This is an optimization exercise on Yosys and OpenROAD, whose aim is small area, not a production implementation.
The RTL was checked by simulation tests, not by an equivalence proof against the original design.
Power is estimated from default activity; no workload was simulated.

==> run a: inputs <==
==> flow/design.v <==
`timescale 1ns / 1ps
module NERP_demo_top(
	input wire clk,			 
	input wire btns,			 
	input wire btnu,
	input wire btnd,
	output wire [7:0] seg,	 
	output wire [3:0] an,	 
	output wire dp,			 
	output wire [2:0] vgaRed,
	output wire [2:0] vgaGreen,
	output wire [2:1] vgaBlue,
	output wire Hsync,
	output wire Vsync
	);
function ltc;
	input [9:0] x;
	input [9:0] k;
	integer i;
	reg r;
	begin
		r = 1'b0;
		for (i = 0; i < 10; i = i + 1)
			r = k[i] ? (~x[i] | r) : (~x[i] & r);
		ltc = r;
	end
endfunction
function inr;
	input [9:0] x;
	input [9:0] lo;
	input [9:0] hi;
	begin
		inr = ~ltc(x, lo) & ltc(x, hi);
	end
endfunction
function [9:0] sub10;
	input [9:0] a;
	input [9:0] b;
	integer i;
	reg c;
	begin
		c = 1'b1;
		for (i = 0; i < 10; i = i + 1)
		begin
			sub10[i] = a[i] ^ ~b[i] ^ c;
			c = (a[i] & ~b[i]) | (a[i] & c) | (~b[i] & c);
		end
	end
endfunction
function [9:0] add10;
	input [9:0] a;
	input [9:0] b;
	integer i;
	reg c;
	begin
		c = 1'b0;
		for (i = 0; i < 10; i = i + 1)
		begin
			add10[i] = a[i] ^ b[i] ^ c;
			c = (a[i] & b[i]) | (a[i] & c) | (b[i] & c);
		end
	end
endfunction
function [9:0] step10;
	input [9:0] x;
	input en;
	input dn;
	integer i;
	reg t;
	begin
		t = en;
		for (i = 0; i < 10; i = i + 1)
		begin
			step10[i] = x[i] ^ t;
			t = t & (x[i] ^ dn);
		end
	end
endfunction
wire rst = btns;
reg [1:0] ph;		 
reg [3:0] qh;		 
reg [9:0] hc;		 
reg [9:0] vc;		 
wire h0 = (hc[4:0] == 5'd0);
wire dclk = ~ph[1] & ph[0];
wire tick = ph[1] & ph[0] & h0;		 
wire pre = ph[1] & ~ph[0] & h0;		 
wire sp3 = tick & ~qh[0];
wire sp2 = tick & ~qh[1] & qh[0];
wire sp1 = tick & ~qh[2] & qh[1] & qh[0];
wire sp0 = tick & ~qh[3] & qh[2] & qh[1] & qh[0];
wire hend = hc[9] & hc[8] & (hc[4:0] == 5'd31);	 
wire vend = vc[9] & vc[3];				 
always @(posedge clk)
begin
	ph <= rst ? 2'b00 : {ph[1] ^ ph[0], ~ph[0]};
	qh <= rst ? 4'd0 : step10({6'd0, qh}, tick, 1'b0);
	hc <= (rst | (dclk & hend)) ? 10'd0 : step10(hc, dclk, 1'b0);
	vc <= (rst | (dclk & hend & vend)) ? 10'd0 : step10(vc, dclk & hend, 1'b0);
end
reg st;
always @(posedge clk)
	st <= ~rst & (st | tick);
wire [1:0] sidx = {qh[2] ^ ~(qh[1] | qh[0]), ~(qh[1] ^ qh[0])};
reg [6:0] seg_r;
reg [3:0] an_r;
always @(*)
begin
	case (sidx)
		2'd0: begin seg_r = 7'b0001100; an_r = 4'b0111; end
		2'd1: begin seg_r = 7'b1000000; an_r = 4'b1011; end
		2'd2: begin seg_r = 7'b1001000; an_r = 4'b1101; end
		default: begin seg_r = 7'b0010000; an_r = 4'b1110; end
	endcase
	if (!st)
	begin
		seg_r = 7'b1111111;
		an_r = 4'b1111;
	end
end
assign seg = {1'b1, seg_r};
assign an = an_r;
assign dp = 1'b1;
reg [3:0] ls;		 
reg [3:0] rs;		 
reg [9:0] bx;		 
reg [8:0] by;		 
reg [2:0] rise;		 
reg runn;			 
reg [8:0] lp;		 
reg [8:0] rp;		 
reg below;			 
wire lvl2 = rs[3] | (rs[2] & rs[1]);			 
wire lvl1 = rs[3] | rs[2] | (rs[1] & rs[0]);	 
wire bclk = lvl2 ? sp3 : lvl1 ? sp2 : sp1;
wire eclk = lvl2 ? sp3 : lvl1 ? sp1 : sp0;
wire restart = (ls[3] & ls[1]) | (rs[3] & rs[1]);	 
wire nearl = ltc(bx, 10'd215);		 
wire nearr = ~ltc(bx, 10'd714);	 
wire win = ph[1] & h0;
wire usel = pre | (tick ? nearl : ~hc[9]);
wire [9:0] sa = win ? {1'b0, by} : vc;
wire [8:0] sb = usel ? lp : rp;
wire [9:0] d = sub10(sa, {1'b0, sb});
wire dpos = ~d[9];
wire din = dpos & ltc({1'b0, d[8:0]}, 10'd100);
wire yin = ~ltc({1'b0, by}, 10'd87) & ltc({1'b0, by}, 10'd456);
wire xge199 = ~ltc(bx, 10'd199);
wire xlt729 = ltc(bx, 10'd729);
wire xin = ~ltc(bx, 10'd200) & xlt729;
wire hit = ~restart & xin & yin & (nearl | nearr) & din;
wire [9:0] dz = {1'b0, d[8:0]};
wire [2:0] zone = ltc(dz, 10'd20) ? 3'b110 :
		ltc(dz, 10'd40) ? 3'b111 :
		ltc(dz, 10'd60) ? 3'b000 :
		ltc(dz, 10'd80) ? 3'b001 : 3'b010;
wire bounce = ~restart & ~yin & xge199 & xlt729;
wire fly = ~restart & xin & yin;
wire scl = ~restart & yin & ~xlt729;
wire scr = ~restart & yin & ltc(bx, 10'd200);
wire [2:0] rise_n = hit ? zone : bounce ? (3'd0 - rise) : rise;
wire runn_n = hit ? ~runn : runn;
wire bld = rst | (bclk & (restart | scl | scr));
wire bstep = ~rst & bclk & (restart | fly | bounce);
wire [9:0] bx0 = bld ? 10'd464 : bx;
wire [8:0] by0 = bld ? 9'd271 : by;
wire [2:0] dy = bstep ? rise_n : 3'd0;
always @(posedge clk)
begin
	bx <= step10(bx0, bstep, runn_n);
	by <= add10({1'b0, by0}, {{7{dy[2]}}, dy});
	if (rst | (bclk & restart))
	begin
		ls <= 0;
		rs <= 0;
	end
	else
	begin
		ls <= step10({6'd0, ls}, bclk & scl, 1'b0);
		rs <= step10({6'd0, rs}, bclk & scr, 1'b0);
	end
	if (rst)
	begin
		rise <= 3'd1;
		runn <= 1'b1;
	end
	else if (bclk & (scl | scr))
	begin
		rise <= 3'd0;
		runn <= scl;
	end
	else if (bstep)
	begin
		rise <= rise_n;
		runn <= runn_n;
	end
end
wire rpl = rst | (sp2 & restart);
wire [8:0] rp0 = rpl ? 9'd171 : rp;
wire upok = btnu & (rp0 != 9'd80);
wire rdec = upok & ~btnd;
wire rinc = ~upok & btnd & (rp0 != 9'd361);
always @(posedge clk)
	rp <= step10({1'b0, rp0}, ~rst & sp2 & (rinc | rdec), rdec);
always @(posedge clk)
	if (pre)
		below <= restart ? ~ltc({1'b0, by}, 10'd222) : (dpos & ~ltc({1'b0, d[8:0]}, 10'd51));
wire lpl = rst | (eclk & restart);
wire [8:0] lp0 = lpl ? 9'd171 : lp;
wire lmove = ~rst & eclk & runn & (below ? (lp0 != 9'd360) : (lp0 != 9'd81));
always @(posedge clk)
	lp <= step10({1'b0, lp0}, lmove, ~below);
assign Hsync = ~ltc(hc, 10'd96);
assign Vsync = ~ltc(vc, 10'd2);
wire vwall = inr(vc, 10'd71, 10'd471);
wire hwall = inr(vc, 10'd71, 10'd81) | inr(vc, 10'd461, 10'd471);
wire wall = (vwall & (inr(hc, 10'd184, 10'd194) | inr(hc, 10'd734, 10'd744)))
		| (hwall & inr(hc, 10'd194, 10'd734));
wire lbar = din & inr(hc, 10'd194, 10'd209);
wire rbar = din & inr(hc, 10'd719, 10'd734);
wire drow = inr(vc, 10'd39, 10'd69);
wire [9:0] bxs = drow ? (hc[9] ? 10'd530 : 10'd374) : bx;
wire [8:0] bys = drow ? 9'd39 : by;
wire [9:0] dbx = sub10(hc, bxs);
wire [9:0] dby = sub10({1'b0, vc[8:0]}, {1'b0, bys});
wire ball = ~drow &
		((dby[8:3] == 6'b111111 && dby[2]) || (dby[8:3] == 6'd0 && ltc({7'd0, dby[2:0]}, 10'd6))) &&
		((dbx[9:3] == 7'b1111111 && dbx[2]) || (dbx[9:3] == 7'd0 && ltc({7'd0, dbx[2:0]}, 10'd6)));
function [6:0] sevenseg;
	input [3:0] s;
	begin
		sevenseg[6] = s[3] | s[1] | ~(s[2] ^ s[0]);
		sevenseg[5] = ~(s[2] & (s[1] ^ s[0]));
		sevenseg[4] = s[3] | s[2] | ~s[1] | s[0];
		sevenseg[3] = s[3] | ~((~s[1] & (s[2] ^ s[0])) | (s[2] & s[1] & s[0]));
		sevenseg[2] = ~s[0] & ~(s[2] & ~s[1]) & ~(s[3] & s[1]);
		sevenseg[1] = s[3] | (~s[1] & ~s[0]) | (s[2] & ~(s[1] & s[0]));
		sevenseg[0] = s[3] | (s[2] ^ s[1]) | (s[1] & ~s[0]);
	end
endfunction
wire [6:0] sg = sevenseg(hc[9] ? rs : ls);
wire [9:0] dr5 = {5'd0, dby[4:0]};	 
wire r_a = ltc(dr5, 10'd6);			 
wire r_g = inr(dr5, 10'd12, 10'd18);	 
wire r_d = ~ltc(dr5, 10'd24);			 
wire r_u = ltc(dr5, 10'd18);			 
wire r_l = ~ltc(dr5, 10'd12);			 
wire [9:0] dc5 = {5'd0, dbx[4:0]};
wire cin = (dbx[9:5] == 5'd0);
wire c_l = cin & ltc(dc5, 10'd6);
wire c_m = cin & inr(dc5, 10'd6, 10'd19);
wire c_r = cin & inr(dc5, 10'd19, 10'd25);
wire digit = drow & ((r_a & c_m & sg[6]) | (r_u & c_r & sg[5]) | (r_u & c_l & sg[1]) |
		(r_g & c_m & sg[0]) | (r_l & c_r & sg[4]) | (r_l & c_l & sg[2]) |
		(r_d & c_m & sg[3]));
wire white = wall | digit;
wire any = white | lbar | rbar | ball;
wire rhi = white | lbar | (ball & ~rbar);
wire ghi = white | rbar | (ball & ~lbar);
wire bhi = white | (ball & ~lbar & ~rbar);
assign vgaRed = {rhi, rhi, any};
assign vgaGreen = {ghi, ghi, any};
assign vgaBlue = {bhi, any};
endmodule
==> flow/flow/run.sh <==
#!/bin/bash
# Layout flow: the standard synthesis (standard.sh), then the
# combinational gates are mapped again by ABC with stronger area scripts
# (flow/pp.sh keeps every register, adder cell and tie cell as it is and
# keeps a result only if yosys proves it equivalent), then the standard
# ORFS steps from floorplan to finish, with the port buffers made of
# sky130_fd_sc_hd__buf_1. Each tool's output goes to a log file here.
set -euo pipefail
W=$PWD
R=$W/orfs/results/sky130hd/NERP_demo_top/base
bash standard.sh $R/1_2_yosys.v > synth.log 2>&1
cp $R/1_2_yosys.v $W/synth_std.v
bash flow/pp.sh $W/synth_std.v $W/synth_pp.v $W/pp > pp.log 2>&1
cp $W/synth_pp.v $R/1_2_yosys.v
bash standard.sh BUFFER_PORTS_ARGS="-buffer_cell sky130_fd_sc_hd__buf_1" finish > layout.log 2>&1
==> flow/flow/pp.sh <==
#!/bin/bash
# Re-optimise the combinational logic of a mapped netlist with ABC.
# usage: pp.sh in.v out.v workdir
# Registers, adder cells and tie cells are kept as they are (same instance
# names and cell types); the remaining gates are flattened to logic and
# mapped again with several ABC scripts, keeping the smallest result that
# yosys proves equivalent to the input.
set -uo pipefail
IN=$1; OUT=$2; WD=$3
mkdir -p $WD
FH=${FLOW_HOME:-/OpenROAD-flow-scripts/flow}
YOSYS=${YOSYS_EXE:-$FH/../tools/install/yosys/bin/yosys}
LIB=$FH/platforms/sky130hd/lib/sky130_fd_sc_hd__tt_025C_1v80.lib
KEEP=$(grep -o "sky130_fd_sc_hd__[a-z0-9_]*" $IN | sort -u | grep -E "__(df|edf|sdf|fa_|ha_|conb)" | tr '\n' ' ')
DU=""
for c in $(sed -n '/DONT_USE_CELLS/,/^$/p' $FH/platforms/sky130hd/config.mk | grep -o "sky130_fd_sc_hd__[a-z0-9_]*"); do DU="$DU -dont_use $c"; done
SCRIPTS=(
"strash;&get,-n;&dch,-f;&nf,-R,1000;&put"
"strash;dc2;&get,-n;&dch,-f;&nf,-R,1000;&put"
"strash;&get,-n;&deepsyn,-T,20;&put;dch,-f;amap"
"strash;&get,-n;&deepsyn,-T,20;&dch,-f;&nf,-R,1000;&put"
"strash;ifraig;dc2;dch,-f;map,-a;strash;dch,-f;map,-a"
)
best=""; besta=1e18
i=0
for S in "${SCRIPTS[@]}"; do
  i=$((i+1))
  cat > $WD/pp$i.ys <<EOY
read_liberty -ignore_miss_func $LIB
setattr -mod -set keep_hierarchy 1 $KEEP
read_verilog $IN
hierarchy -top NERP_demo_top
flatten
opt_clean
abc -liberty $LIB $DU -script +$S
opt_clean -purge
splitnets
insbuf -buf sky130_fd_sc_hd__buf_1 A X
opt_clean -purge
hierarchy -top NERP_demo_top
blackbox $KEEP
tee -o $WD/stat$i.txt stat -liberty $LIB
write_verilog -noattr -nohex -nodec $WD/out$i.v
EOY
  rm -f $WD/out$i.v $WD/stat$i.txt
  timeout 300 $YOSYS -q -l $WD/pp$i.log $WD/pp$i.ys > /dev/null 2>&1 || { echo "script $i failed"; continue; }
  a=$(grep "Chip area" $WD/stat$i.txt | awk '{print $NF}')
  # equivalence with the input netlist
  cat > $WD/eq$i.ys <<EOY
read_liberty -ignore_miss_func $LIB
read_verilog $IN
rename NERP_demo_top gold
read_verilog $WD/out$i.v
rename NERP_demo_top gate
hierarchy -check
flatten
opt_clean
equiv_make gold gate eq
hierarchy -top eq
equiv_simple -seq 2
equiv_induct -seq 2
equiv_status -assert
EOY
  if timeout 600 $YOSYS -q -l $WD/eq$i.log $WD/eq$i.ys > /dev/null 2>&1; then
    echo "script $i: area $a, equivalent"
    if python3 -c "import sys; sys.exit(0 if $a < $besta else 1)"; then best=$i; besta=$a; fi
  else
    echo "script $i: area $a, NOT proven equivalent"
  fi
done
if [ -n "$best" ]; then cp $WD/out$best.v $OUT; echo "chose script $best: $besta"; else cp $IN $OUT; echo "kept input"; fi
==> flow/standard.sh <==
#!/bin/bash
# synth_recipe.tcl (not shown) runs the flow's synth.tcl, then flattens the netlist and writes it again
# the make line also repeats each setting of config.mk as NAME=value (left out here)
make -C /OpenROAD-flow-scripts/flow DESIGN_CONFIG=/design/flow/config.mk WORK_HOME=/design/flow/orfs CLKGATE_MAP_FILE= SYNTH_SCRIPT=/design/flow/synth_recipe.tcl "${@:-finish}"
==> flow/config.mk <==
export PLATFORM = sky130hd
export DESIGN_NAME = NERP_demo_top
export DESIGN_NICKNAME = NERP_demo_top
export VERILOG_FILES = /design/flow/design.v
export SDC_FILE = /design/flow/constraint.sdc
export NUM_CORES = 4
export LEC_CHECK = 0
export CAP_MARGIN = 20
export CORE_MARGIN = 2
export CORE_UTILIZATION = 40
export SLEW_MARGIN = 20
==> flow/constraint.sdc <==
create_clock -name core_clock -period 10.0 [get_ports {clk}]
set_input_delay 2.0000 -clock core_clock [delete_from_list [all_inputs] [get_ports {clk}]]
set_output_delay 2.0000 -clock core_clock [all_outputs]
set_load 0.01 [all_outputs]
==> run b: changes against run a <==
--- a/flow/design.v
+++ b/flow/design.v
@@ -123,20 +123,24 @@
 assign dp = 1'b1;
 reg [3:0] ls;		 
 reg [3:0] rs;		 
-reg [9:0] bx;		 
-reg [8:0] by;		 
+reg [9:0] bxm_n;		 
+wire [9:0] bxm = ~bxm_n;
+reg [8:0] by_n;		 
+wire [8:0] by = ~by_n;
 reg [2:0] rise;		 
 reg runn;			 
-reg [8:0] lp;		 
-reg [8:0] rp;		 
+reg [8:0] lp_n;		 
+wire [8:0] lp = ~lp_n;
+reg [8:0] rp_n;		 
+wire [8:0] rp = ~rp_n;
 reg below;			 
 wire lvl2 = rs[3] | (rs[2] & rs[1]);			 
 wire lvl1 = rs[3] | rs[2] | (rs[1] & rs[0]);	 
 wire bclk = lvl2 ? sp3 : lvl1 ? sp2 : sp1;
 wire eclk = lvl2 ? sp3 : lvl1 ? sp1 : sp0;
 wire restart = (ls[3] & ls[1]) | (rs[3] & rs[1]);	 
-wire nearl = ltc(bx, 10'd215);		 
-wire nearr = ~ltc(bx, 10'd714);	 
+wire nearl = ltc(bxm, 10'd211);		 
+wire nearr = ~ltc(bxm, 10'd710);	 
 wire win = ph[1] & h0;
 wire usel = pre | (tick ? nearl : ~hc[9]);
 wire [9:0] sa = win ? {1'b0, by} : vc;
@@ -145,11 +149,11 @@
 wire dpos = ~d[9];
 wire din = dpos & ltc({1'b0, d[8:0]}, 10'd100);
 wire yin = ~ltc({1'b0, by}, 10'd87) & ltc({1'b0, by}, 10'd456);
-wire xge199 = ~ltc(bx, 10'd199);
-wire xlt729 = ltc(bx, 10'd729);
-wire xin = ~ltc(bx, 10'd200) & xlt729;
+wire xge199 = ~ltc(bxm, 10'd195);	 
+wire xlt729 = ltc(bxm, 10'd725);	 
+wire xin = ~ltc(bxm, 10'd196) & xlt729;	 
 wire hit = ~restart & xin & yin & (nearl | nearr) & din;
-wire [9:0] dz = {1'b0, d[8:0]};
+wire [9:0] dz = {3'b0, d[6:0]};	 
 wire [2:0] zone = ltc(dz, 10'd20) ? 3'b110 :
 		ltc(dz, 10'd40) ? 3'b111 :
 		ltc(dz, 10'd60) ? 3'b000 :
@@ -157,18 +161,18 @@
 wire bounce = ~restart & ~yin & xge199 & xlt729;
 wire fly = ~restart & xin & yin;
 wire scl = ~restart & yin & ~xlt729;
-wire scr = ~restart & yin & ltc(bx, 10'd200);
+wire scr = ~restart & yin & ltc(bxm, 10'd196);
 wire [2:0] rise_n = hit ? zone : bounce ? (3'd0 - rise) : rise;
 wire runn_n = hit ? ~runn : runn;
 wire bld = rst | (bclk & (restart | scl | scr));
 wire bstep = ~rst & bclk & (restart | fly | bounce);
-wire [9:0] bx0 = bld ? 10'd464 : bx;
+wire [9:0] bx0 = bld ? 10'd460 : bxm;
 wire [8:0] by0 = bld ? 9'd271 : by;
 wire [2:0] dy = bstep ? rise_n : 3'd0;
 always @(posedge clk)
 begin
-	bx <= step10(bx0, bstep, runn_n);
-	by <= add10({1'b0, by0}, {{7{dy[2]}}, dy});
+	bxm_n <= ~(step10(bx0, bstep, runn_n));
+	by_n <= ~(add10({1'b0, by0}, {{7{dy[2]}}, dy}));
 	if (rst | (bclk & restart))
 	begin
 		ls <= 0;
@@ -197,19 +201,20 @@
 end
 wire rpl = rst | (sp2 & restart);
 wire [8:0] rp0 = rpl ? 9'd171 : rp;
-wire upok = btnu & (rp0 != 9'd80);
+wire upok = btnu & ~(~rp0[8] & ~rp0[7] & ~rp0[5] & ~rp0[3] & ~rp0[2] & ~rp0[1] & ~rp0[0]);
 wire rdec = upok & ~btnd;
-wire rinc = ~upok & btnd & (rp0 != 9'd361);
-always @(posedge clk)
-	rp <= step10({1'b0, rp0}, ~rst & sp2 & (rinc | rdec), rdec);
+wire rinc = ~upok & btnd & ~(rp0[8] & rp0[6] & rp0[5] & rp0[3] & rp0[0]);
+always @(posedge clk)
+	rp_n <= ~(step10({1'b0, rp0}, ~rst & sp2 & (rinc | rdec), rdec));
 always @(posedge clk)
 	if (pre)
 		below <= restart ? ~ltc({1'b0, by}, 10'd222) : (dpos & ~ltc({1'b0, d[8:0]}, 10'd51));
 wire lpl = rst | (eclk & restart);
 wire [8:0] lp0 = lpl ? 9'd171 : lp;
-wire lmove = ~rst & eclk & runn & (below ? (lp0 != 9'd360) : (lp0 != 9'd81));
-always @(posedge clk)
-	lp <= step10({1'b0, lp0}, lmove, ~below);
+wire lmove = ~rst & eclk & runn & (below ? ~(lp0[8] & lp0[6] & lp0[5] & lp0[3]) :
+		~(~lp0[8] & ~lp0[7] & ~lp0[5] & ~lp0[3] & ~lp0[2] & ~lp0[1]));
+always @(posedge clk)
+	lp_n <= ~(step10({1'b0, lp0}, lmove, ~below));
 assign Hsync = ~ltc(hc, 10'd96);
 assign Vsync = ~ltc(vc, 10'd2);
 wire vwall = inr(vc, 10'd71, 10'd471);
@@ -219,13 +224,13 @@
 wire lbar = din & inr(hc, 10'd194, 10'd209);
 wire rbar = din & inr(hc, 10'd719, 10'd734);
 wire drow = inr(vc, 10'd39, 10'd69);
-wire [9:0] bxs = drow ? (hc[9] ? 10'd530 : 10'd374) : bx;
+wire [9:0] bxs = drow ? (hc[9] ? 10'd530 : 10'd374) : bxm;
 wire [8:0] bys = drow ? 9'd39 : by;
 wire [9:0] dbx = sub10(hc, bxs);
 wire [9:0] dby = sub10({1'b0, vc[8:0]}, {1'b0, bys});
 wire ball = ~drow &
 		((dby[8:3] == 6'b111111 && dby[2]) || (dby[8:3] == 6'd0 && ltc({7'd0, dby[2:0]}, 10'd6))) &&
-		((dbx[9:3] == 7'b1111111 && dbx[2]) || (dbx[9:3] == 7'd0 && ltc({7'd0, dbx[2:0]}, 10'd6)));
+		(dbx[9:4] == 6'd0) && ltc({6'd0, dbx[3:0]}, 10'd10);
 function [6:0] sevenseg;
 	input [3:0] s;
 	begin
==> flow/flow/run.sh (replaced) <==
#!/bin/bash
# Layout flow: the standard synthesis (standard.sh), then the
# combinational gates are mapped again by ABC with stronger area scripts
# (flow/pp.sh keeps every register and tie cell as it is and
# keeps a result only if yosys proves it equivalent), then the standard
# ORFS steps from floorplan to finish, with the port buffers made of
# sky130_fd_sc_hd__buf_1 and a clock tree of sky130_fd_sc_hd__clkbuf_4 (root clkbuf_8)
# without dummy loads. Each tool's output goes to a log file here.
set -euo pipefail
W=$PWD
R=$W/orfs/results/sky130hd/NERP_demo_top/base
bash standard.sh $R/1_2_yosys.v > synth.log 2>&1
cp $R/1_2_yosys.v $W/synth_std.v
bash flow/pp.sh $W/synth_std.v $W/synth_pp.v $W/pp > pp.log 2>&1
cp $W/synth_pp.v $R/1_2_yosys.v
export CTS_ARGS="-sink_clustering_enable -repair_clock_nets -buf_list sky130_fd_sc_hd__clkbuf_4 -root_buf sky130_fd_sc_hd__clkbuf_8 -dont_use_dummy_load"
bash standard.sh BUFFER_PORTS_ARGS="-buffer_cell sky130_fd_sc_hd__buf_1" "CTS_ARGS=$CTS_ARGS" finish > layout.log 2>&1
==> flow/flow/pp.sh (replaced) <==
#!/bin/bash
# Re-optimise the combinational logic of a mapped netlist with ABC.
# usage: pp.sh in.v out.v workdir
# Registers and tie cells (and, for some scripts, full-adder cells) are
# kept as they are (same instance names and cell types); all other gates are flattened to logic and mapped again
# with several ABC scripts run side by side. The smallest result that
# yosys proves equivalent to the input is kept (else the input itself).
set -uo pipefail
IN=$1; OUT=$2; WD=$3
mkdir -p $WD
FH=${FLOW_HOME:-/OpenROAD-flow-scripts/flow}
YOSYS=${YOSYS_EXE:-$FH/../tools/install/yosys/bin/yosys}
LIB=$FH/platforms/sky130hd/lib/sky130_fd_sc_hd__tt_025C_1v80.lib
DU=""
for c in $(sed -n '/DONT_USE_CELLS/,/^$/p' $FH/platforms/sky130hd/config.mk | grep -o "sky130_fd_sc_hd__[a-z0-9_]*"); do DU="$DU -dont_use $c"; done
R="strash;dch,-f;amap"
D="&put;dch,-f;amap;$R;$R;$R;$R"
# each entry: which cells to keep besides registers and tie cells | ABC script
SCRIPTS=(
"|strash;&get,-n;&deepsyn,-T,60;$D"
"fa_|strash;&get,-n;&deepsyn,-T,60;$D"
"fa_|strash;&get,-n;&deepsyn,-T,60,-S,7;$D"
"|strash;&get,-n;&deepsyn,-T,60,-S,7;$D"
"fa_|strash;&get,-n;&deepsyn,-T,60,-S,13;$D"
"fa_|strash;&get,-n;&deepsyn,-T,60,-S,21;$D"
"|strash;&get,-n;&dch,-f;&nf,-R,1000;&put"
)
run_one() {
  local i=$1 K=${2%%|*} S=${2#*|}
  local KEEP=$(grep -o "sky130_fd_sc_hd__[a-z0-9_]*" $IN | sort -u | grep -E "__(df|edf|sdf|conb${K:+|$K})" | tr '\n' ' ')
  cat > $WD/pp$i.ys <<EOY
read_liberty -ignore_miss_func $LIB
setattr -mod -set keep_hierarchy 1 $KEEP
read_verilog $IN
hierarchy -top NERP_demo_top
flatten
opt_clean
abc -liberty $LIB $DU -script +$S
opt_clean -purge
splitnets
insbuf -buf sky130_fd_sc_hd__buf_1 A X
opt_clean -purge
hierarchy -top NERP_demo_top
blackbox $KEEP
tee -o $WD/stat$i.txt stat -liberty $LIB
write_verilog -noattr -nohex -nodec $WD/out$i.v
EOY
  rm -f $WD/out$i.v $WD/stat$i.txt
  timeout 600 $YOSYS -q -l $WD/pp$i.log $WD/pp$i.ys > /dev/null 2>&1 || { echo "script $i failed" > $WD/res$i; return; }
  local a=$(grep "Chip area" $WD/stat$i.txt | awk '{print $NF}')
  cat > $WD/eq$i.ys <<EOY
read_liberty -ignore_miss_func $LIB
read_verilog $IN
rename NERP_demo_top gold
read_verilog $WD/out$i.v
rename NERP_demo_top gate
hierarchy -check
flatten
opt_clean
equiv_make gold gate eq
hierarchy -top eq
equiv_simple -seq 2
equiv_induct -seq 2
equiv_status -assert
EOY
  if timeout 900 $YOSYS -q -l $WD/eq$i.log $WD/eq$i.ys > /dev/null 2>&1; then
    echo "$a $i equivalent" > $WD/res$i
  else
    echo "script $i: area $a, NOT proven equivalent" > $WD/res$i
  fi
}
i=0
for S in "${SCRIPTS[@]}"; do
  i=$((i+1))
  echo "script $i: $S"
  run_one $i "$S" &
done
wait
cat $WD/res*
best=$(cat $WD/res* | grep " equivalent$" | sort -g | head -1 | awk '{print $2}')
if [ -n "$best" ]; then cp $WD/out$best.v $OUT; echo "chose script $best"; else cp $IN $OUT; echo "kept input"; fi
--- a/flow/config.mk
+++ b/flow/config.mk
@@ -7,5 +7,6 @@
 export LEC_CHECK = 0
 export CAP_MARGIN = 20
 export CORE_MARGIN = 2
-export CORE_UTILIZATION = 40
+export CORE_UTILIZATION = 75
+export CTS_BUF_LIST = sky130_fd_sc_hd__clkbuf_8
 export SLEW_MARGIN = 20
==> out/qor.txt <==
Crit path launch - hc[9]
Slack of the worst reg-to-reg path - 1.16 ns
Net count of the finished layout - 829
Number of inverters outside the clock class in the layout - 116
Core region area - 0.0137 mm²
Root Buffer - sky130_fd_sc_hd__clkbuf_16
Final wirelength - 13900 µm
Insertion delay to the later sink of the worst-skew pair - 0.35 ns
Slowest cell delay on critical path - 0.63 ns
GR met2 Demand/Resource - 33.6%
Ratio of total power to cell area - 116 mW/mm²
Status - complete, no violations
Setup WS pre-CTS - 0.885 ns
Reported net switching power - 0.170 mW
(the above is from run a)
==> out/qor.txt <==
Slack of the worst reg-to-reg path - 0.73 ns
Root Buffer - sky130_fd_sc_hd__clkbuf_8
Insertion delay to the later sink of the worst-skew pair - 0.36 ns
Ratio of total power to cell area - 99.4 mW/mm²
Crit path launch - hc[3]
Status - complete, no violations
Core region area - 0.00646 mm²
Net count of the finished layout - 778
GR met2 Demand/Resource - 61.1%
Number of inverters outside the clock class in the layout - 112
Final wirelength - 13600 µm
(the above is from run b)

[what the ideal ports hide]
How much do the figures lean on ideal ports? The routed layouts below were timed once more, with nothing changed but the port constraints. Step 1 assumes that a clkbuf_16 drives the clock port and a buf_2 every other input. Step 2 adds t to the input delays and takes it off the output delays; t is the mean of the earliest and latest rising clock arrival at the registers after step 1. Input paths then give back, and output paths get back, about the clock's delay inside the block. Three values: ideal, step 1, step 2; two values: the first two.
| run | shift t [ns] | setup WS [ns] | latest minus earliest clock arrival (ns) |
|---|---|---|---|
| run a | 0.390 | 0.745 / 0.704 / 1.094 | 0.008 / 0.008 |
| run b | 0.382 | 0.439 / 0.405 / 0.733 | 0.017 / 0.016 |
After both steps setup and hold are still met in every run listed.
